This is an optimization exercise on Yosys and OpenROAD, whose aim is small area and a short achievable clock period, not a production implementation. At most, simulation tests tie the RTL to the original design; equivalence was not proved. Only the layout flow was run in runs 1 and 2; the RTL was not checked for function there. No activity file was given, so power comes from the tool's default toggle rates.

`flow/design.v`:
```
module cpu(
input [15:0] instruction,
input [15:0] memIn,
input reset,
input clk,
output [15:0] memOut,
output reg writeM,
output [15:0] memAddress,
output reg [15:0] pc);
reg [15:0] regA;
reg        aInR;
reg [15:0] regD;
reg [15:0] R;       
wire [15:0] A = aInR ? R : regA;
assign memOut = R;
assign memAddress = regA;
wire isC = instruction[15];
wire [6:0] comp = instruction[12:6];
wire a  = comp[6];
wire zx = comp[5];
wire nx = comp[4];
wire zy = comp[3];
wire ny = comp[2];
wire f  = comp[1];
wire no = comp[0];
reg valid;
always @* begin
    case (comp)
        7'b0101010, 7'b0111111, 7'b0111010, 7'b0001100, 7'b0110000, 7'b1110000,
        7'b0001101, 7'b0110001, 7'b1110001, 7'b0001111, 7'b0110011, 7'b1110011,
        7'b0011111, 7'b0110111, 7'b1110111, 7'b0001110, 7'b0110010, 7'b1110010,
        7'b0000010, 7'b1000010, 7'b0010011, 7'b1010011, 7'b0000111, 7'b1000111,
        7'b0000000, 7'b1000000, 7'b0010101, 7'b1010101: valid = 1'b1;
        default: valid = 1'b0;
    endcase
end
wire vC = valid & isC;    
wire [15:0] x = (regD & {16{~zx}}) ^ {16{nx}};
wire [15:0] y = a ? (memIn ^ {16{ny}}) : ((A & {16{~zy}}) ^ {16{ny}});
wire [15:0] p = x ^ y;
wire [15:0] h = x & y;
wire [15:0] g = h & {16{f}};    
wire [15:0] G1, P1, G2, P2, G3, P3, G4;
genvar i;
generate
    for (i = 0; i < 16; i = i + 1) begin : pf
        if (i % 2 == 1) begin
            assign G1[i] = g[i] | (p[i] & g[i-1]);
            assign P1[i] = p[i] & p[i-1];
        end else begin
            assign G1[i] = g[i];
            assign P1[i] = p[i];
        end
        if (i % 4 >= 2) begin
            assign G2[i] = G1[i] | (P1[i] & G1[i - i % 4 + 1]);
            assign P2[i] = P1[i] & P1[i - i % 4 + 1];
        end else begin
            assign G2[i] = G1[i];
            assign P2[i] = P1[i];
        end
        if (i % 8 >= 4) begin
            assign G3[i] = G2[i] | (P2[i] & G2[i - i % 8 + 3]);
            assign P3[i] = P2[i] & P2[i - i % 8 + 3];
        end else begin
            assign G3[i] = G2[i];
            assign P3[i] = P2[i];
        end
        if (i >= 8) begin
            assign G4[i] = G3[i] | (P3[i] & G3[7]);
        end else begin
            assign G4[i] = G3[i];
        end
    end
endgenerate
wire [15:0] c = {G4[14:0], 1'b0};     
wire [15:0] q = (f ? p : h) ^ {16{no}};
wire [15:0] r = vC ? (q ^ c) : R;
wire s = c[15] ? (vC ? ~q[15] : R[15]) : (vC ? q[15] : R[15]);
wire [15:0] t = x | y;
wire [15:0] k = {t[14:0], 1'b0} | {16{no}};
wire zA = &(p ~^ k);
wire zr = vC ? (f ? zA : ~|q) : ~|R;
wire [2:0] j = instruction[2:0];
wire jmp = isC & ((j[2] & s) | (j[1] & zr) | (j[0] & ~s & ~zr));
always @(posedge clk) begin
    if (reset) begin
        aInR <= 1'b1;       
        regD <= 16'd0;
        R <= 16'd0;
        pc <= 16'd0;
        writeM <= 1'b0;
    end else begin
        aInR <= isC & instruction[5];
        R <= r;
        if (isC && instruction[4]) regD <= r;
        pc <= jmp ? A : pc + 16'd1;
        writeM <= isC & instruction[3];
    end
    regA <= isC ? A : {1'b0, instruction[14:0]};
end
endmodule
```
`flow/flow/run.sh`:
```
#!/bin/bash
# Layout flow: the standard flow (standard.sh) with these changes:
#  - ports are buffered with sky130_fd_sc_hd__buf_2 instead of the delay
#    buffers buffer_ports picks by default;
#  - clock tree synthesis inserts no dummy loads;
#  - if flow/abc.script exists, the standard synthesis maps the logic with
#    that ABC script instead of ORFS's abc_speed.script (nothing else in the
#    synthesis changes, so the registers are the standard synthesis's).
set -euo pipefail
here=$(pwd)
cp standard.sh standard_sh.log
if [[ -f flow/abc.script ]]; then
  cp flow/abc.script "$here/my_abc.script"
  {
    head -n 1 synth_recipe.tcl
    cat <<'EOT'
proc abc {args} {
  set i [lsearch -exact $args -script]
  if { $i >= 0 } { lset args [expr {$i + 1}] $::env(FLOW_ABC_SCRIPT) }
  yosys abc {*}$args
}
EOT
    tail -n +2 synth_recipe.tcl
  } > "$here/my_synth.tcl"
  export FLOW_ABC_SCRIPT="$here/my_abc.script"
  sed -e "s#SYNTH_SCRIPT=[^ ]*#SYNTH_SCRIPT=$here/my_synth.tcl#" standard.sh > my_standard.sh
else
  cp standard.sh my_standard.sh
fi
export BUFFER_PORTS_ARGS="-buffer_cell sky130_fd_sc_hd__buf_2"
cts_bufs=${CTS_BUFS:-}
if [[ -f flow/cts_bufs.txt ]]; then cts_bufs=$(cat flow/cts_bufs.txt); fi
if [[ -n "$cts_bufs" ]]; then
  export CTS_ARGS="-sink_clustering_enable -repair_clock_nets -dont_use_dummy_load -buf_list {$cts_bufs}"
else
  export CTS_ARGS="-sink_clustering_enable -repair_clock_nets -dont_use_dummy_load"
fi
bash my_standard.sh > flow.log 2>&1
```
`flow/flow/abc.script`:
```
strash
dch
map -a
topo
```
`flow/flow/cts_bufs.txt`:
```
sky130_fd_sc_hd__clkbuf_4 sky130_fd_sc_hd__clkbuf_8
```
`flow/standard.sh`:
```
#!/bin/bash
# synth_recipe.tcl (not shown) runs the flow's synth.tcl, then flattens the netlist and writes it again
# the make line also repeats each setting of config.mk as NAME=value (left out here)
make -C /OpenROAD-flow-scripts/flow DESIGN_CONFIG=/design/flow/config.mk WORK_HOME=/design/flow/orfs CLKGATE_MAP_FILE= SYNTH_SCRIPT=/design/flow/synth_recipe.tcl "${@:-finish}"
```
`flow/config.mk`:
```
export PLATFORM = sky130hd
export DESIGN_NAME = cpu
export DESIGN_NICKNAME = cpu
export VERILOG_FILES = /design/flow/design.v
export SDC_FILE = /design/flow/constraint.sdc
export NUM_CORES = 4
export LEC_CHECK = 0
export CAP_MARGIN = 20
export CORE_MARGIN = 2
export CORE_UTILIZATION = 40
export SETUP_SLACK_MARGIN = 3.3
export SLEW_MARGIN = 20
```
`flow/constraint.sdc`:
```
create_clock -name core_clock -period 8.0 [get_ports {clk}]
set_input_delay 1.6000 -clock core_clock [delete_from_list [all_inputs] [get_ports {clk}]]
set_output_delay 1.6000 -clock core_clock [all_outputs]
set_load 0.01 [all_outputs]
```
==> impl_metrics.env, run 1 <==
export IMPL_status="complete, no violations"
export IMPL_vias=5096
export IMPL_endpoint_kind="register"
export IMPL_drv_cap=0
export IMPL_max_slew_worst_pin_slew_ns=0.936
export IMPL_final_max_slew_viol_count=0
export IMPL_grt_pass1_vias=4771
export IMPL_p_leak_nw=2.69
export IMPL_finalClockSkew_ns=0.0282
export IMPL_period_minus_slack_ns=4.90
export IMPL_die_area_sq_um=12300
export IMPL_hold_violations=0
export IMPL_dieHeight_um=111
export IMPL_dp_worst_setup_slack_ns=2.17
export IMPL_top_level_ports=83
export IMPL_ys_seq_elements=66
export IMPL_initial_core_util=0.406
export IMPL_clk_pin_slew_worst_paths_ns=0.08
export IMPL_yosysSeqAreaShare=0.289
export IMPL_yosysWarnings=1
export IMPL_num_rows=39
export IMPL_antenna_found_initial=0
export IMPL_wl_per_cell_um=16.7
export IMPL_cts_hold_buf=0
export IMPL_clock_sinks=66
export IMPL_critPathKind="in2reg"
export IMPL_nNetsFinal=876
export IMPL_vias_per_cell=5.36
export IMPL_worst_hold_slack_ns=0.510
export IMPL_clkLatencyLatePin_ns=0.37
export IMPL_dpl_hpwl_um=10800
export IMPL_regArea_sq_um=1320
export IMPL_power_density_nw_per_um2=186
export IMPL_finalCritPeriodShare=0.612
export IMPL_die_x_um=111
export IMPL_coreArea_sq_um=11300
export IMPL_port_buffers=82
export IMPL_n_antenna_cell=0
export IMPL_grt_max_degree=40
export IMPL_cp_start_kind="input pin"
export IMPL_remaining_drc_errors=0
export IMPL_first_iter_violations=367
export IMPL_overflow=0
export IMPL_cp_required_ns=8.31
export IMPL_synth_cells=666
export IMPL_cts_tree="done"
export IMPL_syn_nets=732
export IMPL_setup_violations=0
export IMPL_min_path_type="reg2reg"
export IMPL_synth_area_per_cell_sq_um=6.88
export IMPL_fmax_ghz=0.204
export IMPL_synth_cell_type_count=28
export IMPL_syn2layout_area_growth_pct=32.9
export IMPL_fin_ws_ns=3.10
export IMPL_htreeDepth=3
export IMPL_arrival_ns=5.20
export IMPL_fill_cells=1129
export IMPL_multi_input_area_sq_um=3260
export IMPL_grt_setup_unrepaired="true"
export IMPL_clockBufferDepth=2
export IMPL_relSlewSlack=0.372
export IMPL_drt_pass1_iterations=7
export IMPL_track_usage=0.256
export IMPL_drtAntennaViolNets=0
export IMPL_cts_buffers=9
export IMPL_gp_congestion=0.904
export IMPL_routed_wl_um=15900
export IMPL_cts_root_buffer="clkbuf_8"
export IMPL_ir_drop_uv=115
export IMPL_worst_path_max_fanout=6
export IMPL_drive_gt1_frac=0.250
export IMPL_grt_pass1_wl_um=24800
export IMPL_tns_ns=0
export IMPL_syn_area_sq_um=4580
==> cell usage after synthesis (all sizes together) <==
master | instances | area (sq um)
o22ai | 3 | 18.8
nand4 | 6 | 37.5
xnor2 | 8 | 70.1
o31ai | 1 | 7.51
nor2 | 55 | 206
a22oi | 2 | 15.0
a211oi | 6 | 45.0
a2111oi | 1 | 8.76
ha | 32 | 400
o221ai | 1 | 8.76
a41oi | 2 | 17.5
nand3 | 14 | 70.1
a221oi | 3 | 26.3
dfxtp | 66 | 1320
nor4 | 7 | 43.8
o2111ai | 1 | 8.76
a31oi | 2 | 12.5
o311ai | 1 | 8.76
clkinv | 90 | 338
nand2 | 134 | 503
xor2 | 53 | 464
nor3b | 3 | 22.5
o21ai | 95 | 475
a21oi | 56 | 280
o21a | 16 | 120
or2 | 4 | 25.0
or4 | 1 | 8.76
nor3 | 3 | 15.0
==> flip-flops by register name (all words and copies together) (netlist names) <==
signal	cells
R	16
pc	16
regA	16
regD	16
aInR	1
writeM	1
==> cell families after synthesis <==
family	count (synthesis)	synth area share
simple gates	227	0.204
compound gates	190	0.230
buf+inv	90	0.0738
flops	66	0.289
xor+xnor	61	0.117
fa+ha+maj	32	0.0874
==> timing repair <==
action	in CTS	in global routing
buffers inserted	29	12
gates resized for setup	41	30
cloned	4	0
pin swaps	24	12
endpoints found under the hold margin	0	0
endpoints found under the setup margin	22	25
==> placed cells by master (no fill, tap or decap), drive strengths merged, types with 2 or more instances in the layout <==
cell and instances:
a211oi 6, a21oi 56, a221oi 3, a22oi 2
a31oi 2, a41oi 2, buf 129, clkbuf 9
clkinv 87, dfxtp 66, ha 32, inv 5
nand2 135, nand3 14, nand4 6, nor2 55
nor3 3, nor3b 3, nor4 7, o21a 16
o21ai 95, o22ai 3, or2 4, xnor2 8
xor2 53
==> final timing paths <==
check                         from                to  slack, ns  depth (start not counted)
hold / removal    pc[0]$_SDFF_PP0_  pc[0]$_SDFF_PP0_       0.51                          1
setup reg to reg   aInR$_SDFF_PP1_  pc[2]$_SDFF_PP0_       3.76                         25
setup / recovery   instruction[12]  pc[2]$_SDFF_PP0_       3.10                         17
hold reg to reg   pc[0]$_SDFF_PP0_  pc[0]$_SDFF_PP0_       0.51                          1
==> worst max-delay path: stages <==
cell and delay, ns:
buf_12 0.10, or2_4 0.29, buf_6 0.14, o21ai_1 0.15, xor2_1 0.29, clkinv_1 0.18, ha_4 0.32, a21oi_1 0.04
or4_2 0.63, nor4_1 0.20, nand4_1 0.18, a31oi_4 0.29, nand2_1 0.13, o221ai_4 0.12, nand2_8 0.14, or2_4 0.28
a21oi_2 0.12
==> routing by layer <==
metal / part of all wire / up-vias / global-route usage
li1: - / 2514 / -
met1: 0.45 / 2381 / 0.342
met2: 0.46 / 171 / 0.416
met3: 0.058 / 30 / 0.0372
met4: 0.026 / 0 / 0.104
met5: 0 / - / 0
==> where the power goes <==
part	switching, W	internal (W)
registers	0.0000295	0.000364
logic	0.000302	0.000210
clock network	0.000128	0.000100
total	0.000459	0.000675
==> metrics by stage <==
step | instance area, sq um | cells | utilization | total power (W)
5_1_grt | 6080 | 951 | 0.540 | 0.00120
6_report | 6080 | 951 | 0.540 | 0.00113
3_3_place_gp | 5310 | 897 | 0.471 | 0.000798
2_1_floorplan | 4670 | 666 | - | 0.000673
4_1_cts | 5860 | 939 | 0.520 | 0.00110
3_5_place_dp | 5310 | 897 | 0.471 | 0.000802
==> layout make-up <==
type | instances | area share
multi-input cells | 511 | 0.536
flip-flops and latches | 66 | 0.217
repair buffers | 129 | 0.130
inverters | 90 | 0.0619
well taps | 143 | 0.0294
clock buffers | 9 | 0.0204
repair inverters | 3 | 0.00555
==> inputs of run 2 (changes only) <==
==> flow/flow/abc.script (replaced) <==
strash
dch
map
topo
stime -c
buffer -c
upsize -c
dnsize -c
==> run 2 against run 1 <==
  * Setup slack improved by 0.42 ns
  * Global-route usage shrank 0.45 points
  * Via count grew 12%
  * Core utilization decreased by 7.5 points
  * Final area barely moved
  * Die area rose by 15%
  * Worst hold slack gained 0.020 ns
  * Clock skew fell by 0.010 ns
  * Critical path type unchanged
  * Largest cell class unchanged
  * Largest power group unchanged
==> impl_metrics.env, run 2 <==
export IMPL_vias_per_cell=5.40
export IMPL_syn_nets=877
export IMPL_synth_top_cell_area_share=0.249
export IMPL_async_reset_ff_frac=0
export IMPL_finalClockSkew_ns=0.0181
export IMPL_power_density_nw_per_um2=182
export IMPL_place_inst=1026
export IMPL_dieHeight_um=119
export IMPL_max_slew_worst_pin_slew_ns=0.997
export IMPL_syn2layout_area_growth_pct=14.8
export IMPL_reg2reg_from="aInR$_SDFF_PP1_"
export IMPL_die_area_sq_um=14200
export IMPL_wl_per_cell_um=16.7
export IMPL_crit_slowest_cell="ha_1"
export IMPL_relSlewSlack=0.334
export IMPL_htreeDepth=3
export IMPL_arrival_ns=4.74
export IMPL_status="complete, no violations"
export IMPL_synth_cell_type_count=42
export IMPL_clkLatencyLatePin_ns=0.37
export IMPL_endpoint_kind="register"
export IMPL_grt_pass1_wl_um=28200
export IMPL_layout_cells_non_filler=1052
export IMPL_cpPeakStageDelay_ns=0.32
export IMPL_p_leak_nw=2.92
export IMPL_ir_drop_uv=98.0
export IMPL_cts_buffers=9
export IMPL_cts_root_buffer="clkbuf_8"
export IMPL_min_from="R[5]$_SDFF_PP0_"
export IMPL_clockBufferDepth=2
export IMPL_rrSetupSlack_ns=3.83
export IMPL_vias=5685
export IMPL_synth_commonest_cells="nand2_1 (177), o21ai_0 (87), inv_1 (86)"
export IMPL_ys_seq_elements=66
export IMPL_hold_violations=0
export IMPL_cpMostUsedCell="a21oi_1"
export IMPL_met1_length_um=8180
export IMPL_yosysMostFrequentCell="nand2_1"
export IMPL_p_total_w=0.00111
export IMPL_fmax_ghz=0.224
export IMPL_cts_hold_buf=0
export IMPL_dp_worst_setup_slack_ns=2.16
export IMPL_drtAntennaViolNets=0
export IMPL_drive_gt1_frac=0.162
export IMPL_port_buffers=82
export IMPL_hold_path_cell_count=2
export IMPL_netlist_top_cell_by_area="dfxtp_1"
export IMPL_clk_pin_slew_worst_paths_ns=0.08
export IMPL_first_iter_violations=460
export IMPL_yosys_top_cells_area="dfxtp_1 (25%), nand2_1 (13%), o21ai_0 (8.2%), ha_1 (7.6%), inv_1 (6.1%)"
export IMPL_drt_pass1_iterations=5
export IMPL_final_max_slew_viol_count=0
export IMPL_r2r_end="pc[12]$_SDFF_PP0_"
export IMPL_track_usage=0.252
export IMPL_die_x_um=119
export IMPL_antenna_found_initial=0
export IMPL_critPathKind="in2reg"
export IMPL_routed_wl_um=17600
export IMPL_grt_setup_unrepaired="false"
export IMPL_n_antenna_cell=0
export IMPL_top_level_ports=83
export IMPL_mostFrequentLayoutCells="nand2_1 (175), inv_1 (83), buf_2 (81), o21ai_0 (77), dfxtp_1 (66)"
export IMPL_setup_violations=0
export IMPL_cts_tree="done"
export IMPL_dr_wl_met3_um=1280
export IMPL_grt_max_degree=69
export IMPL_num_rows=42
export IMPL_dpl_hpwl_um=12400
export IMPL_overflow=0
export IMPL_yosysSeqAreaShare=0.249
export IMPL_syn_area_sq_um=5300
export IMPL_cp_required_ns=8.27
export IMPL_synth_cells=811
export IMPL_top_layer_used="met4"
export IMPL_ff2ff_path_depth=16
export IMPL_route_met2_wl_um=7730
export IMPL_crit_chain="clkbuf_4, inv_2, nand2_4, o21ai_0, xor2_1, inv_1, ha_1, nand3_1, a21oi_1, o21bai_1, nand2_2, a21oi_1, nand3_1, nand4_1, buf_4, o211ai_2, a21oi_1, nor2_1"
export IMPL_tns_ns=0
export IMPL_coreArea_sq_um=13100
export IMPL_hold_path_endpoint="R[5]$_SDFF_PP0_"
export IMPL_nNetsFinal=944
export IMPL_critical_path_top_delay_family="compound AO/OA/AOI/OAI gates"
export IMPL_fin_ws_ns=3.53
export IMPL_gp_congestion=0.951
export IMPL_synth_edf_count=0
export IMPL_remaining_drc_errors=0
export IMPL_min_path_type="reg2reg"
export IMPL_yosysWarnings=1
export IMPL_synth_area_per_cell_sq_um=6.54
export IMPL_cp_start_kind="input pin"
export IMPL_initial_core_util=0.405
export IMPL_period_minus_slack_ns=4.47
export IMPL_finalCritPeriodShare=0.559
export IMPL_worst_path_max_fanout=18
export IMPL_grt_pass1_vias=5229
export IMPL_drv_cap=0
export IMPL_synth_ff_type="dfxtp_1"
export IMPL_clock_sinks=66
export IMPL_cp_num_buf_inv=4
export IMPL_final_common_cell="nand2_1"
## run 2: area by class of cell
| type | count | area (sq um) |
|---|---|---|
| timing repair buffer | 101 | 563 |
| clock buffer | 9 | 124 |
| multi-input combinational | 608 | 3510 |
| fill | 1393 | 7000 |
| tap | 176 | 220 |
| sequential | 66 | 1320 |
| inverter | 92 | 350 |
## run 2: logic make-up (layout without fill, tap and decap cells)
logic type | Yosys count | in the layout | share of synthesized area
buffers and inverters | 140 | 202 | 0.111
AO/OA/AOI/OAI | 213 | 215 | 0.237
flip-flops | 66 | 66 | 0.249
multiplexers | 4 | 4 | 0.00755
XOR/XNOR | 40 | 40 | 0.0661
adder cells (fa/ha/maj) | 32 | 32 | 0.0755
AND/OR/NAND/NOR | 316 | 317 | 0.253
## run 2: worst max path at each step
stage	startpoint	end	slack [ns]	cells after the start
after CTS	instruction[12]	pc[10]$_SDFF_PP0_	3.31	17
after global routing	instruction[12]	pc[13]$_SDFF_PP0_	3.30	19
after global placement	instruction[10]	pc[2]$_SDFF_PP0_	2.01	17
after floorplan	instruction[12]	pc[11]$_SDFF_PP0_	3.54	21
after detailed placement	instruction[12]	pc[2]$_SDFF_PP0_	2.16	16
final	instruction[12]	pc[12]$_SDFF_PP0_	3.53	18
## run 2: power by group
part | leakage (nW) | internal (W) | total (W) | switching (W)
Clock | 0.0647 | 0.000100 | 0.000228 | 0.000128
Combinational | 2.31 | 0.000184 | 0.000484 | 0.000300
Sequential | 0.545 | 0.000363 | 0.000395 | 0.0000326
Total | 2.92 | 0.000647 | 0.00111 | 0.000460
## run 2: routing by layer
layer,up-vias,global-route usage
met5,-,0
li1,2855,-
met2,201,0.383
met1,2594,0.354
met3,35,0.0584
met4,0,0.0707
## run 2: repair_timing
| item | 4_1_cts | 5_1_grt |
|---|---|---|
| gates resized for setup | 8 | 28 |
| pin swaps | 3 | 6 |
| endpoints found under the hold margin | 0 | 0 |
| endpoints found under the setup margin | 16 | 17 |
| cloned | 2 | 1 |
| buffers inserted | 4 | 10 |
## run 2: metrics by stage
stage	hold WS (ns)	utilization	instance area, sq um
after floorplan	0.522	-	5300
after global placement	0.507	0.437	5720
final	0.530	0.465	6090
after detailed placement	0.518	0.438	5730
after CTS	0.528	0.454	5930
after global routing	0.560	0.465	6090
## run 2: worst register-to-register path: cells and delay by family, from the launching register on
kind / cells / cell delay [ns]
AOI/OAI and AO/OA: 6 / 1.47
xor gates and xnor gates: 1 / 0.31
buffers and inverters: 2 / 0.26
DFF: 1 / 0.98
adders and majority gates: 1 / 0.35
and+or+nand+nor: 6 / 0.71
==> inputs of run 3 (changes only) <==
--- a/flow/design.v
+++ b/flow/design.v
@@ -36,19 +36,24 @@
 end
 wire vC = valid & isC;    
-wire [15:0] x = (regD & {16{~zx}}) ^ {16{nx}};
-wire [15:0] y = a ? (memIn ^ {16{ny}}) : ((A & {16{~zy}}) ^ {16{ny}});
+wire nxo = nx ^ no;
+wire nyo = ny ^ no;
+wire [15:0] x = (regD & {16{~zx}}) ^ {16{nxo}};
+wire [15:0] y = a ? (memIn ^ {16{nyo}}) : ((A & {16{~zy}}) ^ {16{nyo}});
 wire [15:0] p = x ^ y;
 wire [15:0] h = x & y;
 wire [15:0] g = h & {16{f}};    
-wire [15:0] G1, P1, G2, P2, G3, P3, G4;
+wire cin = f & no;
+wire [15:0] gg = {g[14:0], cin};
+wire [15:0] pp = {p[14:0], 1'b0};
+wire [15:0] G1, P1, G2, P2, G3, P3, C;
 genvar i;
 generate
     for (i = 0; i < 16; i = i + 1) begin : pf
         if (i % 2 == 1) begin
-            assign G1[i] = g[i] | (p[i] & g[i-1]);
-            assign P1[i] = p[i] & p[i-1];
+            assign G1[i] = gg[i] | (pp[i] & gg[i-1]);
+            assign P1[i] = pp[i] & pp[i-1];
         end else begin
-            assign G1[i] = g[i];
-            assign P1[i] = p[i];
+            assign G1[i] = gg[i];
+            assign P1[i] = pp[i];
         end
         if (i % 4 >= 2) begin
@@ -67,17 +72,16 @@
         end
         if (i >= 8) begin
-            assign G4[i] = G3[i] | (P3[i] & G3[7]);
+            assign C[i] = G3[i] | (P3[i] & G3[7]);
         end else begin
-            assign G4[i] = G3[i];
+            assign C[i] = G3[i];
         end
     end
 endgenerate
-wire [15:0] c = {G4[14:0], 1'b0};     
-wire [15:0] q = (f ? p : h) ^ {16{no}};
-wire [15:0] r = vC ? (q ^ c) : R;
-wire s = c[15] ? (vC ? ~q[15] : R[15]) : (vC ? q[15] : R[15]);
+wire fo = f | no;
+wire [15:0] q = (p & {16{fo}}) | (h & {16{~f}});
+wire [15:0] r = vC ? (q ^ C) : R;
+wire s = C[15] ? (vC ? ~q[15] : R[15]) : (vC ? q[15] : R[15]);
 wire [15:0] t = x | y;
-wire [15:0] k = {t[14:0], 1'b0} | {16{no}};
-wire zA = &(p ~^ k);
+wire zA = &(p ~^ {t[14:0], cin});
 wire zr = vC ? (f ? zA : ~|q) : ~|R;
 wire [2:0] j = instruction[2:0];
--- a/flow/config.mk
+++ b/flow/config.mk
@@ -9,4 +9,4 @@
 export CORE_MARGIN = 2
 export CORE_UTILIZATION = 40
-export SETUP_SLACK_MARGIN = 3.3
+export SETUP_SLACK_MARGIN = 3.5
 export SLEW_MARGIN = 20
==> run 3 against run 2 <==
  * Fmax decreased by 0.67%
  * Sequential cell count unchanged
  * Highest routed layer unchanged
  * Clock skew increased by 0.010 ns
  * Synthesized cell count decreased by 14%
  * Non-clock buffer count increased by 8
  * Still clean on timing, DRC and antenna
  * Worst hold slack improved by 0.0044 ns
  * Final area increased by 0.55%
  * Largest cell class unchanged
==> impl_metrics.env, run 3 <==
export IMPL_synth_top_cell_area_share=0.263
export IMPL_max_slew_worst_pin_slew_ns=1.00
export IMPL_period_minus_slack_ns=4.50
export IMPL_gp_congestion=1.11
export IMPL_clk_pin_slew_worst_paths_ns=0.06
export IMPL_hold_path_endpoint="R[12]$_SDFF_PP0_"
export IMPL_critPathKind="in2reg"
export IMPL_dp_worst_setup_slack_ns=2.59
export IMPL_min_from="R[12]$_SDFF_PP0_"
export IMPL_die_x_um=116
export IMPL_final_max_slew_viol_count=0
export IMPL_track_usage=0.276
export IMPL_regArea_sq_um=1320
export IMPL_setup_violations=0
export IMPL_cts_buffers=9
export IMPL_coreArea_sq_um=12200
export IMPL_drive_gt1_frac=0.231
export IMPL_fmax_ghz=0.222
export IMPL_finalCritPeriodShare=0.563
export IMPL_syn_nets=762
export IMPL_synth_cells=698
export IMPL_min_path_type="reg2reg"
export IMPL_vias=5321
export IMPL_fin_ws_ns=3.50
export IMPL_vias_per_cell=5.60
export IMPL_port_buffers=82
export IMPL_worst_path_max_fanout=7
export IMPL_syn2layout_area_growth_pct=21.7
export IMPL_drtAntennaViolNets=0
export IMPL_status="complete, no violations"
export IMPL_relSlewSlack=0.333
export IMPL_overflow=0
export IMPL_top_level_ports=83
export IMPL_cp_start_kind="input pin"
export IMPL_initial_core_util=0.414
export IMPL_p_leak_nw=2.90
export IMPL_n_antenna_cell=0
export IMPL_r2r_end="pc[14]$_SDFF_PP0_"
export IMPL_ir_drop_uv=100
export IMPL_synth_ff_type="dfxtp_1"
export IMPL_hold_path_cell_count=2
export IMPL_die_area_sq_um=13500
export IMPL_final_common_cell="nand2_1"
export IMPL_cp_num_buf_inv=4
export IMPL_swShare=0.425
export IMPL_p_seq_frac=0.340
export IMPL_dpl_hpwl_um=14000
export IMPL_finalClockSkew_ns=0.0282
export IMPL_antenna_found_initial=0
export IMPL_rrSetupSlack_ns=3.90
export IMPL_crit_chain="buf_12, nor2_4, clkinvlp_4, o21ai_2, xnor2_2, ha_1, ha_2, a21oi_4, nor2_2, o211ai_1, buf_4, a41oi_2, o21bai_2, nand4_4, a31oi_4, buf_6, o211a_1"
export IMPL_cts_tree="done"
export IMPL_async_reset_ff_frac=0
export IMPL_num_rows=40
export IMPL_routed_wl_um=18600
export IMPL_dieHeight_um=116
export IMPL_synth_commonest_cells="nand2_1 (114), inv_1 (73), o21ai_0 (72)"
export IMPL_reg2reg_from="aInR$_SDFF_PP1_"
export IMPL_cpPeakStageDelay_ns=0.33
export IMPL_ff2ff_path_depth=15
export IMPL_syn_area_sq_um=5030
export IMPL_tns_ns=0
export IMPL_power_density_nw_per_um2=196
export IMPL_yosysSeqAreaShare=0.263
export IMPL_first_iter_violations=369
export IMPL_grt_pass1_vias=5014
export IMPL_critPathLaunch="instruction[9]"
export IMPL_crit_slowest_cell="ha_1"
export IMPL_multi_input_area_sq_um=3470
export IMPL_yosysMostFrequentCell="nand2_1"
export IMPL_hold_violations=0
export IMPL_remaining_drc_errors=0
export IMPL_power_frac_comb=0.477
export IMPL_drv_cap=0
export IMPL_grt_max_degree=34
export IMPL_synth_edf_count=0
export IMPL_clockBufferDepth=2
export IMPL_cp_required_ns=8.29
export IMPL_htreeDepth=3
export IMPL_critical_path_top_delay_family="compound AO/OA/AOI/OAI gates"
export IMPL_endpoint_kind="register"
export IMPL_cts_hold_buf=0
export IMPL_worst_hold_slack_ns=0.534
export IMPL_netlist_top_cell_by_area="dfxtp_1"
export IMPL_yosysWarnings=1
export IMPL_yosys_top_cells_area="dfxtp_1 (26%), nand2_1 (8.5%), ha_1 (7.5%), o21ai_0 (7.2%), xor2_1 (5.6%)"
export IMPL_nNetsFinal=849
export IMPL_mostFrequentLayoutCells="nand2_1 (112), buf_2 (78), inv_1 (71), dfxtp_1 (65), o21ai_0 (58)"
export IMPL_synth_cell_type_count=55
export IMPL_wl_per_cell_um=19.5
export IMPL_cts_root_buffer="clkbuf_8"
export IMPL_power_clock_fraction=0.183
export IMPL_grt_setup_unrepaired="true"
export IMPL_clkLatencyLatePin_ns=0.36
export IMPL_p_int_w=0.000690
export IMPL_fill_cells=1256
export IMPL_ys_seq_elements=66
export IMPL_switching_power_w=0.000509
export IMPL_clock_sinks=66
export IMPL_arrival_ns=4.80
export IMPL_grt_pass1_wl_um=27800
export IMPL_synth_area_per_cell_sq_um=7.21
export IMPL_drt_pass1_iterations=5
==> run 3: cell count changes after synthesis, sizes merged, moves of 12 or more <==
cell	change
a21oi	-19
inv	-13
nand2	-61
nand3	-12
o211a	+16
o211ai	-19
o21ai	-15
==> run 3: cells by family (layout without fill, tap and decap cells) <==
logic type | Yosys count | in the layout | share of synthesized area
mux | 4 | 4 | 0.00796
simple gates | 252 | 253 | 0.233
compound gates | 177 | 177 | 0.231
fa+ha+maj | 30 | 30 | 0.0746
xor+xnor | 55 | 55 | 0.0958
buf+inv | 114 | 198 | 0.0950
flops | 66 | 66 | 0.263
==> run 3: worst max path at each step <==
stage,slack (ns),to,cells past startpoint
global placement,2.71,pc[15]$_SDFF_PP0_,18
CTS,3.50,pc[14]$_SDFF_PP0_,17
finish,3.50,pc[14]$_SDFF_PP0_,17
global route,3.36,pc[8]$_SDFF_PP0_,17
floorplan,3.51,pc[10]$_SDFF_PP0_,20
detailed placement,2.59,pc[8]$_SDFF_PP0_,18
==> run 3: stage by stage <==
step | power, W | instance area, sq um | std cells | utilization
after floorplan | 0.000751 | 5050 | 698 | -
after global placement | 0.000893 | 5490 | 915 | 0.451
after detailed placement | 0.000898 | 5490 | 915 | 0.451
after CTS | 0.00114 | 5750 | 932 | 0.473
after global routing | 0.00127 | 6120 | 951 | 0.503
final | 0.00120 | 6120 | 951 | 0.503
==> run 3: worst register-to-register path: cells and delay by family (launching register included) <==
kind,cells,cell delay [ns]
AO/OA/AOI/OAI,8,2.18
XOR/XNOR,1,0.25
adder cells (fa/ha/maj),2,0.50
buffers and inverters,2,0.33
flip-flops,1,0.50
AND/OR/NAND/NOR,2,0.26
==> run 3: what timing repair did <==
item,CTS,global route
gates resized for setup,12,62
setup endpoints to repair,34,31
buffers inserted,8,16
pin swaps,4,21
hold endpoints to repair,0,0
cloned,0,3
==> run 3: final cells by class <==
type | count | share of cell area
timing repair buffer | 109 | 0.112
timing repair inverter | 1 | 0.000818
tap | 168 | 0.0343
sequential | 66 | 0.216
multi-input combinational | 519 | 0.567
clock buffer | 9 | 0.0202
inverter | 79 | 0.0495
==> run 3: power groups by stage <==
stage / sequential, W / clock (W) / combinational [W]
6_report: 0.000408 / 0.000220 / 0.000572
3_3_place_gp: 0.000412 / 0 / 0.000481
2_1_floorplan: 0.000417 / 0 / 0.000334
4_1_cts: 0.000406 / 0.000224 / 0.000508
5_1_grt: 0.000412 / 0.000235 / 0.000622
3_5_place_dp: 0.000413 / 0 / 0.000485
==> run 3: routing by layer <==
metal / part of all wire / global-route usage / wire (um)
met5: 0 / 0 / 0
met4: 0.026 / 0.0881 / 489
met1: 0.45 / 0.409 / 8390
met3: 0.094 / 0.0472 / 1750
met2: 0.43 / 0.406 / 7940
==> inputs of run 4 (changes only) <==
removed: flow/flow/abc.script
==> run 4 against run 3 <==
  * Sequential cell count is the same
  * Area after synthesis increased by 1.8%
  * Sequential power shrank 4%
  * Critical path depth unchanged
  * First-iteration DRC count rose by 10%
  * Final cell count shrank 1.4%
  * Clock power rose by 2%
  * Routed wire length down 5.4%
  * Non-clock buffer count rose by 19
  * Critical endpoint is now pc[5]$_SDFF_PP0_
  * Highest routed layer unchanged
==> impl_metrics.env, run 4 <==
export IMPL_max_slew_worst_pin_slew_ns=1.13
export IMPL_synth_area_per_cell_sq_um=7.60
export IMPL_power_density_nw_per_um2=195
export IMPL_initial_core_util=0.408
export IMPL_cts_hold_buf=0
export IMPL_n_antenna_cell=0
export IMPL_cts_root_buffer="clkbuf_8"
export IMPL_mostFrequentLayoutCells="nor2_1 (96), buf_2 (78), dfxtp_1 (66), nand2_1 (58), a21oi_1 (51)"
export IMPL_synth_top_family_by_area="simple AND/OR/NAND/NOR gates"
export IMPL_synth_cells=674
export IMPL_routed_wl_um=17600
export IMPL_hold_violations=0
export IMPL_ys_seq_elements=66
export IMPL_dpl_hpwl_um=11900
export IMPL_top_level_ports=83
export IMPL_num_rows=41
export IMPL_min_path_type="reg2reg"
export IMPL_coreArea_sq_um=12600
export IMPL_syn2layout_area_growth_pct=27.3
export IMPL_endpoint_kind="register"
export IMPL_setup_violations=0
export IMPL_synth_xor_area_frac=0.125
export IMPL_grt_setup_unrepaired="true"
export IMPL_die_x_um=117
export IMPL_critPathKind="in2reg"
export IMPL_yosys_area_share_simple=0.214
export IMPL_drv_cap=0
export IMPL_final_max_slew_viol_count=0
export IMPL_remaining_drc_errors=0
export IMPL_clk_pin_slew_worst_paths_ns=0.07
export IMPL_async_reset_ff_frac=0
export IMPL_first_iter_violations=407
export IMPL_netlist_top_cell_by_area="dfxtp_1"
export IMPL_synth_mux_area_frac=0.0699
export IMPL_ir_drop_uv=132
export IMPL_grt_pass1_vias=4878
export IMPL_grt_max_degree=64
export IMPL_drtAntennaViolNets=0
export IMPL_finalClockSkew_ns=0.0154
export IMPL_nNetsFinal=832
export IMPL_finalCritPeriodShare=0.599
export IMPL_die_area_sq_um=13700
export IMPL_synth_adder_area_share=0.0733
export IMPL_relSlewSlack=0.249
export IMPL_p_leak_nw=2.90
export IMPL_synth_commonest_cells="nor2_1 (98), dfxtp_1 (66), nand2_1 (58)"
export IMPL_synth_compound_area_share=0.195
export IMPL_status="complete, no violations"
export IMPL_vias=5273
export IMPL_cts_tree="done"
export IMPL_gp_congestion=0.895
export IMPL_tns_ns=0
export IMPL_yosysSeqAreaShare=0.258
export IMPL_yosysWarnings=1
export IMPL_clkLatencyLatePin_ns=0.37
export IMPL_period_minus_slack_ns=4.79
export IMPL_grt_pass1_wl_um=26600
export IMPL_worst_path_max_fanout=8
export IMPL_fmax_ghz=0.209
export IMPL_drt_pass1_iterations=6
export IMPL_dieHeight_um=117
export IMPL_cp_start_kind="input pin"
export IMPL_synth_ff_type="dfxtp_1"
export IMPL_yosysMostFrequentCell="nor2_1"
export IMPL_syn_area_sq_um=5120
export IMPL_cts_buffers=9
export IMPL_synth_edf_count=0
export IMPL_cp_required_ns=8.26
export IMPL_synth_top_cell_area_share=0.258
export IMPL_syn_nets=738
export IMPL_synth_cell_type_count=63
export IMPL_track_usage=0.259
export IMPL_antenna_found_initial=0
export IMPL_final_common_cell="nor2_1"
export IMPL_overflow=0
export IMPL_clockBufferDepth=2
export IMPL_wl_per_cell_um=18.7
export IMPL_fill_cells=1224
export IMPL_drive_gt1_frac=0.279
export IMPL_vias_per_cell=5.62
export IMPL_worst_hold_slack_ns=0.459
export IMPL_yosys_top_cells_area="dfxtp_1 (26%), ha_1 (7.3%), nor2_1 (7.2%), xor2_1 (6.7%), a21oi_1 (5.4%)"
export IMPL_clock_sinks=66
export IMPL_port_buffers=82
export IMPL_htreeDepth=3
export IMPL_arrival_ns=5.05
==> run 4: worst max-delay path: stages <==
cell and delay (ns):
buf_12 0.11, or2_4 0.29, o21ai_2 0.18, xor2_1 0.22, inv_1 0.10, ha_4 0.24, ha_4 0.16, a32oi_2 0.23
o22ai_2 0.13, a41oi_2 0.27, buf_4 0.17, nor3b_2 0.04, a221oi_2 0.27, mux2i_2 0.34, nor2_4 0.09, a21o_4 0.29
mux2_4 0.31
==> run 4: layer usage <==
layer  global-route usage  up-vias  share of wire  routed length, um
met1                0.359     2523           0.45               7820
li1                     -     2502              -                  -
met3               0.0680       34          0.078               1370
met2                0.386      214           0.45               7900
met4               0.0925        0          0.026                465
met5                    0        -              0                  0
==> run 4: timing repair <==
action                     4_1_cts  5_1_grt
pin swaps                       28       14
gates cloned                     3        0
setup buffers                   36        7
setup endpoints to repair       41       31
gates resized for setup         64       27
==> run 4: area by class of cell <==
class	instances	area (sq um)	area share
repair buffers	128	862	0.132
inverters	34	133	0.0203
multi-input cells	529	3860	0.593
well taps	172	215	0.0330
clock buffers	9	124	0.0190
flip-flops and latches	66	1320	0.203
==> run 4: metrics by stage <==
stage,total power [W],area [sq um],util,std cells,setup WS [ns]
floorplan,0.000774,5230,-,674,2.96
global placement,0.000905,5630,0.448,883,1.81
detailed placement,0.000908,5630,0.448,883,1.62
CTS,0.00123,6340,0.504,931,3.36
global route,0.00135,6520,0.519,938,3.17
finish,0.00127,6520,0.519,938,3.21
==> run 4: power breakdown <==
part,internal [W],leakage (nW),total (W),switching [W]
registers,0.000360,0.542,0.000393,0.0000332
logic,0.000290,2.29,0.000655,0.000366
clock network,0.000100,0.0647,0.000224,0.000124
==> run 4: path summary, 6_finish.rpt <==
| check | start | endpoint | slack (ns) | cells past startpoint |
|---|---|---|---|---|
| worst max-delay path | instruction[12] | pc[5]$_SDFF_PP0_ | 3.21 | 17 |
| worst min-delay path | regD[13]$_SDFFE_PP0P_ | regD[13]$_SDFFE_PP0P_ | 0.46 | 2 |
| worst max register to register | aInR$_SDFF_PP1_ | pc[5]$_SDFF_PP0_ | 3.40 | 16 |
| worst min register to register | regD[13]$_SDFFE_PP0P_ | regD[13]$_SDFFE_PP0P_ | 0.46 | 2 |
==> run 4: cell families after synthesis <==
kind of cell	count (synthesis)
and+or+nand+nor	240
AOI/OAI and AO/OA	156
buffers and inverters	81
xor gates and xnor gates	69
DFF	66
muxes	32
adders and majority gates	30
==> inputs of run 5 (changes only) <==
--- a/flow/flow/run.sh
+++ b/flow/flow/run.sh
@@ -24,5 +24,5 @@
   } > "$here/my_synth.tcl"
   export FLOW_ABC_SCRIPT="$here/my_abc.script"
-  sed -e "s#SYNTH_SCRIPT=[^ ]*#SYNTH_SCRIPT=$here/my_synth.tcl#" standard.sh > my_standard.sh
+  sed -e "s#SYNTH_SCRIPT=[^ ]*#SYNTH_SCRIPT=$here/my_synth.tcl ADDER_MAP_FILE=#" standard.sh > my_standard.sh
 else
   cp standard.sh my_standard.sh
==> flow/flow/abc.script (new file) <==
strash
&get -n
&st
&dch
&nf
&put
topo
stime -c
buffer -c
upsize -c
dnsize -c
--- a/flow/config.mk
+++ b/flow/config.mk
@@ -9,4 +9,4 @@
 export CORE_MARGIN = 2
 export CORE_UTILIZATION = 40
-export SETUP_SLACK_MARGIN = 3.5
+export SETUP_SLACK_MARGIN = 3.6
 export SLEW_MARGIN = 20
==> run 5 against run 4 <==
  * Count of clock-buffer cells in the layout is the same
  * Sequential share of layout area grew 0.40 points
  * Area after synthesis shrank 8.5%
  * Fmax increased by 7.6%
  * Critical path type unchanged
  * Synthesized cell count fell by 16%
  * Clock skew is 0.0092 ns higher
==> impl_metrics.env, run 5 <==
export IMPL_grt_pass1_vias=4361
export IMPL_synth_edf_count=0
export IMPL_arrival_ns=4.64
export IMPL_hold_path_endpoint="regD[5]$_SDFFE_PP0P_"
export IMPL_track_usage=0.244
export IMPL_cpPeakStageDelay_ns=0.49
export IMPL_yosys_top_cells_area="dfxtp_1 (28%), xnor2_1 (8.8%), nor2_1 (6.8%), xor2_1 (4.7%), mux2i_1 (4.5%)"
export IMPL_dp_worst_setup_slack_ns=2.08
export IMPL_top_layer_used="met4"
export IMPL_cp_required_ns=8.19
export IMPL_met1_length_um=7280
export IMPL_async_reset_ff_frac=0
export IMPL_p_leak_nw=2.69
export IMPL_min_from="regD[5]$_SDFFE_PP0P_"
export IMPL_power_frac_comb=0.559
export IMPL_crit_chain="buf_16, xor2_4, buf_12, buf_12, xnor2_4, xor3_2, xnor2_2, nand4_1, o41ai_4, a31oi_4, o32ai_4, a31oi_4, nor2_4, clkbuf_16, a211oi_2"
export IMPL_die_area_sq_um=12600
export IMPL_ff2ff_path_depth=13
export IMPL_num_rows=39
export IMPL_grt_max_degree=53
export IMPL_critical_path_top_delay_family="XOR/XNOR gates"
export IMPL_overflow=0
export IMPL_netlist_top_cell_by_area="dfxtp_1"
export IMPL_drt_pass1_iterations=5
export IMPL_fin_ws_ns=3.55
export IMPL_vias_per_cell=5.67
export IMPL_cts_root_buffer="clkbuf_8"
export IMPL_nNetsFinal=705
export IMPL_status="complete, no violations"
export IMPL_min_path_type="reg2reg"
export IMPL_place_inst=756
export IMPL_layout_cells_non_filler=812
export IMPL_crit_slowest_cell="xor3_2"
export IMPL_dpl_hpwl_um=11200
export IMPL_yosysWarnings=1
export IMPL_yosysMostFrequentCell="nor2_1"
export IMPL_gp_congestion=0.896
export IMPL_synth_top_cell_area_share=0.282
export IMPL_critPathKind="in2reg"
export IMPL_drive_gt1_frac=0.368
export IMPL_final_max_slew_viol_count=0
export IMPL_period_minus_slack_ns=4.45
export IMPL_p_int_w=0.000841
export IMPL_yosysSeqAreaShare=0.282
export IMPL_drv_cap=0
export IMPL_die_x_um=112
export IMPL_grt_setup_unrepaired="true"
export IMPL_hold_violations=0
export IMPL_p_seq_frac=0.293
export IMPL_clk_pin_slew_worst_paths_ns=0.06
export IMPL_ir_drop_uv=161
export IMPL_grt_pass1_wl_um=24000
export IMPL_antenna_found_initial=0
export IMPL_ys_seq_elements=66
export IMPL_synth_cell_type_count=64
export IMPL_synth_cells=565
export IMPL_power_density_nw_per_um2=223
export IMPL_tns_ns=0
export IMPL_synth_commonest_cells="nor2_1 (85), dfxtp_1 (66), xnor2_1 (47)"
export IMPL_routed_wl_um=16100
export IMPL_syn_nets=599
export IMPL_port_buffers=82
export IMPL_max_slew_worst_pin_slew_ns=1.04
export IMPL_cts_tree="done"
export IMPL_route_met2_wl_um=7370
export IMPL_fmax_ghz=0.225
export IMPL_syn_area_sq_um=4690
export IMPL_finalCritPeriodShare=0.557
export IMPL_remaining_drc_errors=0
export IMPL_dieHeight_um=112
export IMPL_wl_per_cell_um=19.8
export IMPL_clockBufferDepth=2
export IMPL_first_iter_violations=500
export IMPL_synth_ff_type="dfxtp_1"
export IMPL_r2r_end="pc[0]$_SDFF_PP0_"
export IMPL_vias=4608
export IMPL_worst_hold_slack_ns=0.489
export IMPL_clock_sinks=66
export IMPL_initial_core_util=0.411
export IMPL_cts_buffers=9
export IMPL_coreArea_sq_um=11400
export IMPL_finalClockSkew_ns=0.0246
export IMPL_rrSetupSlack_ns=3.64
export IMPL_relSlewSlack=0.305
export IMPL_dr_wl_met3_um=1060
export IMPL_cp_start_kind="input pin"
export IMPL_cp_num_buf_inv=4
export IMPL_top_level_ports=83
export IMPL_switching_power_w=0.000584
export IMPL_drtAntennaViolNets=0
export IMPL_hold_path_cell_count=2
export IMPL_syn2layout_area_growth_pct=36.3
export IMPL_power_clock_fraction=0.148
export IMPL_synth_area_per_cell_sq_um=8.30
export IMPL_reg2reg_from="aInR$_SDFF_PP1_"
export IMPL_final_common_cell="nor2_1"
export IMPL_n_antenna_cell=0
export IMPL_swShare=0.410
export IMPL_setup_violations=0
export IMPL_mostFrequentLayoutCells="nor2_1 (82), buf_2 (75), dfxtp_1 (66), nand2_1 (36), buf_4 (36)"
export IMPL_worst_path_max_fanout=7
export IMPL_htreeDepth=3
export IMPL_endpoint_kind="register"
export IMPL_clkLatencyLatePin_ns=0.36
-- run 5: final cells by class --
class,count,area [sq um]
clock buffer,9,124
fill,1048,5030
inverter,9,33.8
multi-input combinational,456,3750
sequential,66,1320
tap,143,179
timing repair buffer,129,988
-- run 5: routing by layer --
metal  vias to the layer above  global-route usage
li1                       2204                   -
met1                      2204               0.347
met2                       173               0.376
met3                        27              0.0400
met4                         0              0.0846
met5                         -                   0
-- run 5: how the worst max path moves through the flow --
stage,startpoint,endpoint,slack [ns],cells past startpoint
CTS,instruction[12],pc[2]$_SDFF_PP0_,3.58,13
global placement,instruction[6],pc[2]$_SDFF_PP0_,2.20,13
global route,instruction[6],pc[2]$_SDFF_PP0_,3.51,16
finish,instruction[6],pc[12]$_SDFF_PP0_,3.55,15
detailed placement,instruction[6],pc[2]$_SDFF_PP0_,2.08,13
floorplan,instruction[8],pc[10]$_SDFF_PP0_,3.61,13
-- run 5: timing repair --
action | in CTS | in global routing
gates resized for setup | 43 | 41
pin swaps | 26 | 35
gates cloned | 3 | 4
setup buffers | 21 | 19
endpoints found under the setup margin | 38 | 19
hold buffers | 0 | 0
-- run 5: through the flow --
stage          cell area (sq um)   util  total power (W)
6_report                    6390  0.560          0.00142
5_1_grt                     6390  0.560          0.00150
4_1_cts                     5960  0.522          0.00135
3_5_place_dp                5370  0.470          0.00105
3_3_place_gp                5370  0.470          0.00104
2_1_floorplan               4980      -         0.000904
-- run 5: cell families after synthesis --
group,Yosys count,share of synthesized area
buf+inv,46,0.0467
flops,66,0.282
compound gates,147,0.218
simple gates,192,0.188
xor+xnor,89,0.212
mux,25,0.0544
-- run 5: power by group through the flow --
stage	combinational [W]	sequential, W	clock (W)
after floorplan	0.000476	0.000428	0
after global placement	0.000621	0.000422	0
after detailed placement	0.000625	0.000423	0
after CTS	0.000719	0.000416	0.000216
after global routing	0.000850	0.000421	0.000231
final	0.000796	0.000418	0.000210
-- run 5: worst min-delay path, delay by kind of cell (launching register included) --
family / cells / cell delay, ns
AND/OR/NAND/NOR: 2 / 0.14
flip-flops: 1 / 0.30
==> inputs of run 6 (changes only) <==
==> flow/flow/abc.script (replaced) <==
strash
dch
map -B 0.9
topo
stime -c
buffer -c
upsize -c
dnsize -c
--- a/flow/config.mk
+++ b/flow/config.mk
@@ -9,4 +9,4 @@
 export CORE_MARGIN = 2
 export CORE_UTILIZATION = 40
-export SETUP_SLACK_MARGIN = 3.6
+export SETUP_SLACK_MARGIN = 4.2
 export SLEW_MARGIN = 20
==> run 6 against run 5 <==
  * Still clean
  * Register-to-register slack gained 1.1 ns
  * Final area grew 12%
  * Critical path depth grew 10
  * Area after synthesis grew 16%
  * Clock skew shrank 0.0083 ns
  * Clock power grew 2%
  * Sequential power shrank 5.5%
  * Count of clock-buffer cells in the layout is the same
  * First-iteration DRC count shrank 18%
  * Combinational power shrank 29%
  * Die area grew 15%
  * Critical path type unchanged
==> impl_metrics.env, run 6 <==
export IMPL_tns_ns=0
export IMPL_ys_seq_elements=66
export IMPL_num_rows=42
export IMPL_vias=6293
export IMPL_cts_tree="done"
export IMPL_finalClockSkew_ns=0.0163
export IMPL_hold_violations=0
export IMPL_drive_gt1_frac=0.290
export IMPL_final_common_cell="nand2_1"
export IMPL_p_int_w=0.000675
export IMPL_critPathKind="in2reg"
export IMPL_drtAntennaViolNets=0
export IMPL_grt_setup_unrepaired="true"
export IMPL_fmax_ghz=0.266
export IMPL_clk_pin_slew_worst_paths_ns=0.07
export IMPL_arrival_ns=4.01
export IMPL_dpl_hpwl_um=13000
export IMPL_ff2ff_path_depth=24
export IMPL_fin_ws_ns=4.23
export IMPL_relSlewSlack=0.408
export IMPL_power_frac_comb=0.482
export IMPL_synth_area_per_cell_sq_um=5.64
export IMPL_synth_cell_type_count=36
export IMPL_min_path_type="reg2reg"
export IMPL_max_slew_worst_pin_slew_ns=0.882
export IMPL_reg2reg_from="aInR$_SDFF_PP1_"
export IMPL_die_area_sq_um=14500
export IMPL_remaining_drc_errors=0
export IMPL_rrSetupSlack_ns=4.75
export IMPL_wl_per_cell_um=15.2
export IMPL_p_seq_frac=0.336
export IMPL_ir_drop_uv=96.7
export IMPL_synth_ff_type="dfxtp_1"
export IMPL_yosysMostFrequentCell="nand2_1"
export IMPL_status="complete, no violations"
export IMPL_setup_violations=0
export IMPL_port_buffers=82
export IMPL_p_leak_nw=3.75
export IMPL_die_x_um=120
export IMPL_hold_path_endpoint="regD[3]$_SDFFE_PP0P_"
export IMPL_top_level_ports=83
export IMPL_mostFrequentLayoutCells="nand2_1 (297), inv_1 (111), nor2_1 (78), buf_2 (76), dfxtp_1 (66)"
export IMPL_clockBufferDepth=2
export IMPL_nNetsFinal=1088
export IMPL_endpoint_kind="register"
export IMPL_grt_max_degree=28
export IMPL_grt_pass1_wl_um=28200
export IMPL_syn_area_sq_um=5430
export IMPL_netlist_top_cell_by_area="nand2_1"
export IMPL_synth_edf_count=0
export IMPL_cts_root_buffer="clkbuf_8"
export IMPL_initial_core_util=0.410
export IMPL_finalCritPeriodShare=0.471
export IMPL_drt_pass1_iterations=5
export IMPL_synth_cells=962
export IMPL_worst_path_max_fanout=8
export IMPL_dp_worst_setup_slack_ns=2.71
export IMPL_power_clock_fraction=0.183
export IMPL_drv_cap=0
export IMPL_worst_hold_slack_ns=0.504
export IMPL_final_max_slew_viol_count=0
export IMPL_yosysWarnings=1
export IMPL_coreArea_sq_um=13200
export IMPL_period_minus_slack_ns=3.77
export IMPL_grt_pass1_vias=5519
export IMPL_dieHeight_um=120
export IMPL_synth_top_cell_area_share=0.257
export IMPL_power_density_nw_per_um2=164
export IMPL_async_reset_ff_frac=0
export IMPL_n_antenna_cell=0
export IMPL_antenna_found_initial=0
export IMPL_clock_sinks=66
export IMPL_min_from="regD[3]$_SDFFE_PP0P_"
export IMPL_yosysSeqAreaShare=0.244
export IMPL_cp_start_kind="input pin"
export IMPL_vias_per_cell=5.12
export IMPL_routed_wl_um=18700
export IMPL_syn_nets=996
export IMPL_r2r_end="pc[13]$_SDFF_PP0_"
export IMPL_switching_power_w=0.000501
export IMPL_htreeDepth=3
export IMPL_fill_cells=1425
export IMPL_cts_hold_buf=0
export IMPL_cts_buffers=9
export IMPL_clkLatencyLatePin_ns=0.35
export IMPL_cp_required_ns=8.24
export IMPL_yosys_top_cells_area="nand2_1 (26%), dfxtp_1 (24%), nand3_1 (9.8%), inv_1 (8.0%), nor2_1 (6.4%)"
export IMPL_track_usage=0.249
export IMPL_overflow=0
export IMPL_synth_commonest_cells="nand2_1 (371), inv_1 (115), nand3_1 (106)"
export IMPL_gp_congestion=0.890
export IMPL_hold_path_cell_count=2
export IMPL_first_iter_violations=412
export IMPL_syn2layout_area_growth_pct=32.3
export IMPL_swShare=0.426
==> run 6: cells by family (layout without fill, tap and decap cells) <==
| family | after synthesis | in the layout | share of synthesized area |
|---|---|---|---|
| simple gates | 614 | 618 | 0.479 |
| xor+xnor | 30 | 30 | 0.0554 |
| buf+inv | 164 | 250 | 0.132 |
| compound gates | 88 | 88 | 0.0895 |
| flops | 66 | 66 | 0.244 |
==> run 6: through the flow <==
step                power (W)  std cells   util  area, sq um
floorplan            0.000722        962      -         5430
global placement     0.000829       1184  0.440         5820
detailed placement   0.000830       1184  0.440         5820
CTS                   0.00109       1209  0.477         6310
global route          0.00126       1228  0.542         7180
finish                0.00118       1228  0.542         7180
==> run 6: how the worst max path moves through the flow <==
stage	start	endpoint	slack [ns]	cells past startpoint
after CTS	instruction[9]	pc[13]$_SDFF_PP0_	4.21	22
after global routing	instruction[6]	pc[14]$_SDFF_PP0_	4.10	26
final	instruction[12]	pc[13]$_SDFF_PP0_	4.23	25
after global placement	instruction[7]	pc[8]$_SDFF_PP0_	2.88	16
after floorplan	instruction[12]	pc[8]$_SDFF_PP0_	4.36	23
after detailed placement	instruction[7]	pc[1]$_SDFF_PP0_	2.71	16
==> run 6: timing repair <==
item	in CTS	in global routing
cloned	4	2
endpoints found under the setup margin	44	26
setup buffers	12	17
pin swaps	8	57
gates resized for setup	42	184
==> run 6: power groups by stage <==
| stage | combinational [W] | sequential [W] | clock (W) |
|---|---|---|---|
| floorplan | 0.000313 | 0.000409 | 0 |
| global placement | 0.000428 | 0.000401 | 0 |
| detailed placement | 0.000428 | 0.000401 | 0 |
| CTS | 0.000474 | 0.000394 | 0.000218 |
| global route | 0.000626 | 0.000399 | 0.000232 |
| finish | 0.000566 | 0.000395 | 0.000215 |
==> run 6: worst max-delay path, stage by stage <==
cell	delay, ns
buf_16	0.11
nor2_4	0.19
buf_8	0.18
nand3_4	0.13
nand2_2	0.11
nand2_2	0.08
nand2_2	0.09
nand2_2	0.07
nand2_4	0.08
nor2_2	0.03
nand2_1	0.08
nand2_2	0.08
nand2_2	0.08
nand2_4	0.09
nand2_4	0.09
nand2_2	0.05
nand2_2	0.07
nand2_2	0.07
nor2_2	0.11
nand2_2	0.07
nand3_4	0.17
buf_12	0.15
nand3_2	0.05
nand2_1	0.08
nor2_1	0.07
==> run 6: area by class of cell <==
| type | count | area [sq um] | share of cell area |
|---|---|---|---|
| well taps | 176 | 220 | 0.0307 |
| inverters | 128 | 504 | 0.0703 |
| repair buffers | 112 | 781 | 0.109 |
| multi-input cells | 736 | 4220 | 0.588 |
| clock buffers | 9 | 124 | 0.0173 |
| repair inverters | 1 | 7.51 | 0.00105 |
| flip-flops and latches | 66 | 1320 | 0.184 |
==> run 6: per-layer routing <==
layer	vias to the layer above	track usage	share of wire
met4	0	0.0981	0.037
met1	2862	0.329	0.44
met5	-	0	0
met3	43	0.0453	0.060
li1	3184	-	-
met2	204	0.401	0.46
==> inputs of run 7 (changes only) <==
--- a/flow/config.mk
+++ b/flow/config.mk
@@ -9,4 +9,4 @@
 export CORE_MARGIN = 2
 export CORE_UTILIZATION = 40
-export SETUP_SLACK_MARGIN = 4.2
+export SETUP_SLACK_MARGIN = 3.8
 export SLEW_MARGIN = 20
==> run 7 against run 6 <==
  * Fmax is 4.7% lower
  * Largest cell class unchanged
  * Still clean on timing, DRC and antenna
  * Critical endpoint is now pc[9]$_SDFF_PP0_
  * Routed wire length is 5.5% lower
  * Die area stayed put
==> impl_metrics.env, run 7 <==
export IMPL_endpoint_kind="register"
export IMPL_syn_nets=996
export IMPL_syn_area_sq_um=5430
export IMPL_regArea_sq_um=1320
export IMPL_multi_input_area_sq_um=3550
export IMPL_ff2ff_path_depth=20
export IMPL_synth_top_cell_area_share=0.257
export IMPL_tns_ns=0
export IMPL_mostFrequentLayoutCells="nand2_1 (363), inv_1 (114), nand3_1 (99), nor2_1 (92), buf_2 (79)"
export IMPL_fmax_ghz=0.253
export IMPL_synth_cell_type_count=36
export IMPL_die_x_um=120
export IMPL_cpMostUsedCell="nand2_1"
export IMPL_crit_chain="clkbuf_4, inv_4, nand2_1, nand2_4, buf_4, o21ai_1, nand2_1, nand3_2, nand3_1, nand2_1, nor2_1, nand2_1, nor2_1, nand3_1, nand3_1, nand3_1, nand3_4, nand2_8, nand2_1, nand2_1, nor2_1"
export IMPL_async_reset_ff_frac=0
export IMPL_clkLatencyLatePin_ns=0.35
export IMPL_grt_pass1_vias=5361
export IMPL_finalCritPeriodShare=0.494
export IMPL_final_max_slew_viol_count=0
export IMPL_vias_per_cell=5.02
export IMPL_netlist_top_cell_by_area="nand2_1"
export IMPL_clk_pin_slew_worst_paths_ns=0.07
export IMPL_synth_commonest_cells="nand2_1 (371), inv_1 (115), nand3_1 (106)"
export IMPL_reg2reg_from="aInR$_SDFF_PP1_"
export IMPL_p_leak_nw=3.49
export IMPL_fill_cells=1500
export IMPL_grt_pass1_wl_um=27100
export IMPL_dieHeight_um=120
export IMPL_yosysMostFrequentCell="nand2_1"
export IMPL_syn2layout_area_growth_pct=16.1
export IMPL_final_common_cell="nand2_1"
export IMPL_ir_drop_uv=97.0
export IMPL_relSlewSlack=0.415
export IMPL_yosysSeqAreaShare=0.244
export IMPL_ys_seq_elements=66
export IMPL_status="complete, no violations"
export IMPL_final_util=0.476
export IMPL_drtAntennaViolNets=0
export IMPL_arrival_ns=4.23
export IMPL_n_antenna_cell=0
export IMPL_coreArea_sq_um=13200
export IMPL_clockBufferDepth=2
export IMPL_cts_tree="done"
export IMPL_cts_root_buffer="clkbuf_8"
export IMPL_r2r_end="pc[9]$_SDFF_PP0_"
export IMPL_rrSetupSlack_ns=4.65
export IMPL_max_slew_worst_pin_slew_ns=0.872
export IMPL_yosys_top_cells_area="nand2_1 (26%), dfxtp_1 (24%), nand3_1 (9.8%), inv_1 (8.0%), nor2_1 (6.4%)"
export IMPL_worst_path_max_fanout=10
export IMPL_synth_ff_type="dfxtp_1"
export IMPL_worst_hold_slack_ns=0.501
export IMPL_synth_area_per_cell_sq_um=5.64
export IMPL_drt_pass1_iterations=7
export IMPL_top_level_ports=83
export IMPL_yosysWarnings=1
export IMPL_nNetsFinal=1076
export IMPL_remaining_drc_errors=0
export IMPL_first_iter_violations=450
export IMPL_setup_violations=0
export IMPL_power_density_nw_per_um2=172
export IMPL_initial_core_util=0.410
export IMPL_vias=6109
export IMPL_hold_violations=0
export IMPL_period_minus_slack_ns=3.95
export IMPL_critPathLaunch="instruction[6]"
export IMPL_clock_sinks=66
export IMPL_crit_slowest_cell="nand3_4"
export IMPL_critPathKind="in2reg"
export IMPL_overflow=0
export IMPL_min_path_type="reg2reg"
export IMPL_wl_per_cell_um=14.5
export IMPL_dpl_hpwl_um=13000
export IMPL_cpPeakStageDelay_ns=0.23
export IMPL_cts_buffers=9
export IMPL_cts_hold_buf=0
export IMPL_synth_edf_count=0
export IMPL_routed_wl_um=17600
export IMPL_grt_setup_unrepaired="false"
export IMPL_drive_gt1_frac=0.167
export IMPL_grt_max_degree=28
export IMPL_num_rows=42
export IMPL_gp_congestion=0.890
export IMPL_cp_start_kind="input pin"
export IMPL_synth_cells=962
export IMPL_antenna_found_initial=0
export IMPL_drv_cap=0
export IMPL_track_usage=0.238
export IMPL_die_area_sq_um=14500
export IMPL_htreeDepth=3
export IMPL_finalClockSkew_ns=0.0148
export IMPL_crit_path_end="pc[9]$_SDFF_PP0_"
export IMPL_cp_required_ns=8.28
export IMPL_port_buffers=82
==> run 7: cell counts after synthesis <==
No cell type changed its count.
==> run 7: per-stage QoR <==
| stage | instance area, sq um | power, W | cells | setup WS (ns) |
|---|---|---|---|---|
| after floorplan | 5430 | 0.000722 | 962 | 4.36 |
| after global placement | 5820 | 0.000829 | 1184 | 2.88 |
| after detailed placement | 5820 | 0.000830 | 1184 | 2.71 |
| after CTS | 6030 | 0.00105 | 1200 | 3.80 |
| after global routing | 6300 | 0.00117 | 1216 | 3.78 |
| final | 6300 | 0.00108 | 1216 | 4.05 |
==> run 7: worst min-delay path by stage <==
| stage | startpoint | endpoint | depth (start not counted) |
|---|---|---|---|
| after CTS | regD[3]$_SDFFE_PP0P_ | regD[3]$_SDFFE_PP0P_ | 2 |
| final | regD[5]$_SDFFE_PP0P_ | regD[5]$_SDFFE_PP0P_ | 2 |
| after global placement | regD[2]$_SDFFE_PP0P_ | regD[2]$_SDFFE_PP0P_ | 2 |
| after detailed placement | regD[3]$_SDFFE_PP0P_ | regD[3]$_SDFFE_PP0P_ | 2 |
| after floorplan | regD[3]$_SDFFE_PP0P_ | regD[3]$_SDFFE_PP0P_ | 2 |
| after global routing | regD[15]$_SDFFE_PP0P_ | regD[15]$_SDFFE_PP0P_ | 2 |
==> run 7: what timing repair did <==
action	CTS	global route
pin swaps	2	7
gates resized for setup	7	27
endpoints found under the setup margin	17	17
endpoints found under the hold margin	0	0
cloned	1	4
setup buffers	6	12
==> run 7: worst max-delay path, delay by kind of cell <==
kind / cells / cell delay, ns
compound gates: 1 / 0.07
buf+inv: 3 / 0.45
simple gates: 17 / 2.09
==> run 7: layer usage <==
layer,wire [um],track usage,up-vias
li1,-,-,3164
met1,8080,0.309,2713
met2,7880,0.396,190
met3,951,0.0434,42
met4,723,0.0828,0
met5,0,0,-
==> run 7: cell families after synthesis <==
logic type      Yosys count  synth area share
compound gates           88            0.0895
simple gates            614             0.479
flops                    66             0.244
buf+inv                 164             0.132
xor+xnor                 30            0.0554
==> run 7: final cells by class <==
type | instances | share of cell area
Sequential cell | 66 | 0.210
Multi-Input combinational cell | 736 | 0.564
Timing Repair inverter | 1 | 0.000795
Tap cell | 176 | 0.0350
Timing Repair Buffer | 100 | 0.0924
Inverter | 128 | 0.0781
Clock buffer | 9 | 0.0197
==> run 7: power by group <==
part	switching, W	leakage [nW]	internal, W
logic	0.000308	2.88	0.000166
clock network	0.000114	0.0647	0.000100
registers	0.0000292	0.544	0.000365

re-timing with driven ports:
Ports are ideal in the flow. The routed layouts listed here were re-timed in OpenROAD.
Step 1 (the two cells are an assumption about what drives the block):
set clk [get_ports {clk}]
set_driving_cell -lib_cell sky130_fd_sc_hd__clkbuf_16 $clk
set_driving_cell -lib_cell sky130_fd_sc_hd__buf_2 [delete_from_list [all_inputs] $clk]
Step 2 moves the port delays by t, midway between the first and last clock arrival at a register: inputs arrive t later, outputs are due t later. That takes back most of the time a late clock gives input paths.
Slacks: ideal ports / drivers / drivers and shift; pairs: ideal ports / drivers.
run	shift t [ns]	setup slack, ns	worst setup path at the end	worst data-port slew with drivers (ns)
run 1	0.396	3.104 / 3.095 / 2.698	input to register	0.06
run 2	0.401	3.527 / 3.542 / 3.140	input to register	0.04
run 3	0.381	3.497 / 3.481 / 3.100	input to register	0.07
run 4	0.402	3.210 / 3.162 / 2.759	input to register	0.13
run 5	0.374	3.548 / 3.515 / 3.141	input to register	0.14
run 6	0.376	4.235 / 4.206 / 3.830	input to register	0.08
run 7	0.373	4.050 / 4.062 / 3.688	input to register	0.04
After both steps setup and hold are still met in every run listed. The setup slack of run 4, which loses most, moves by -0.048 ns with the drivers and by -0.451 ns with both steps.
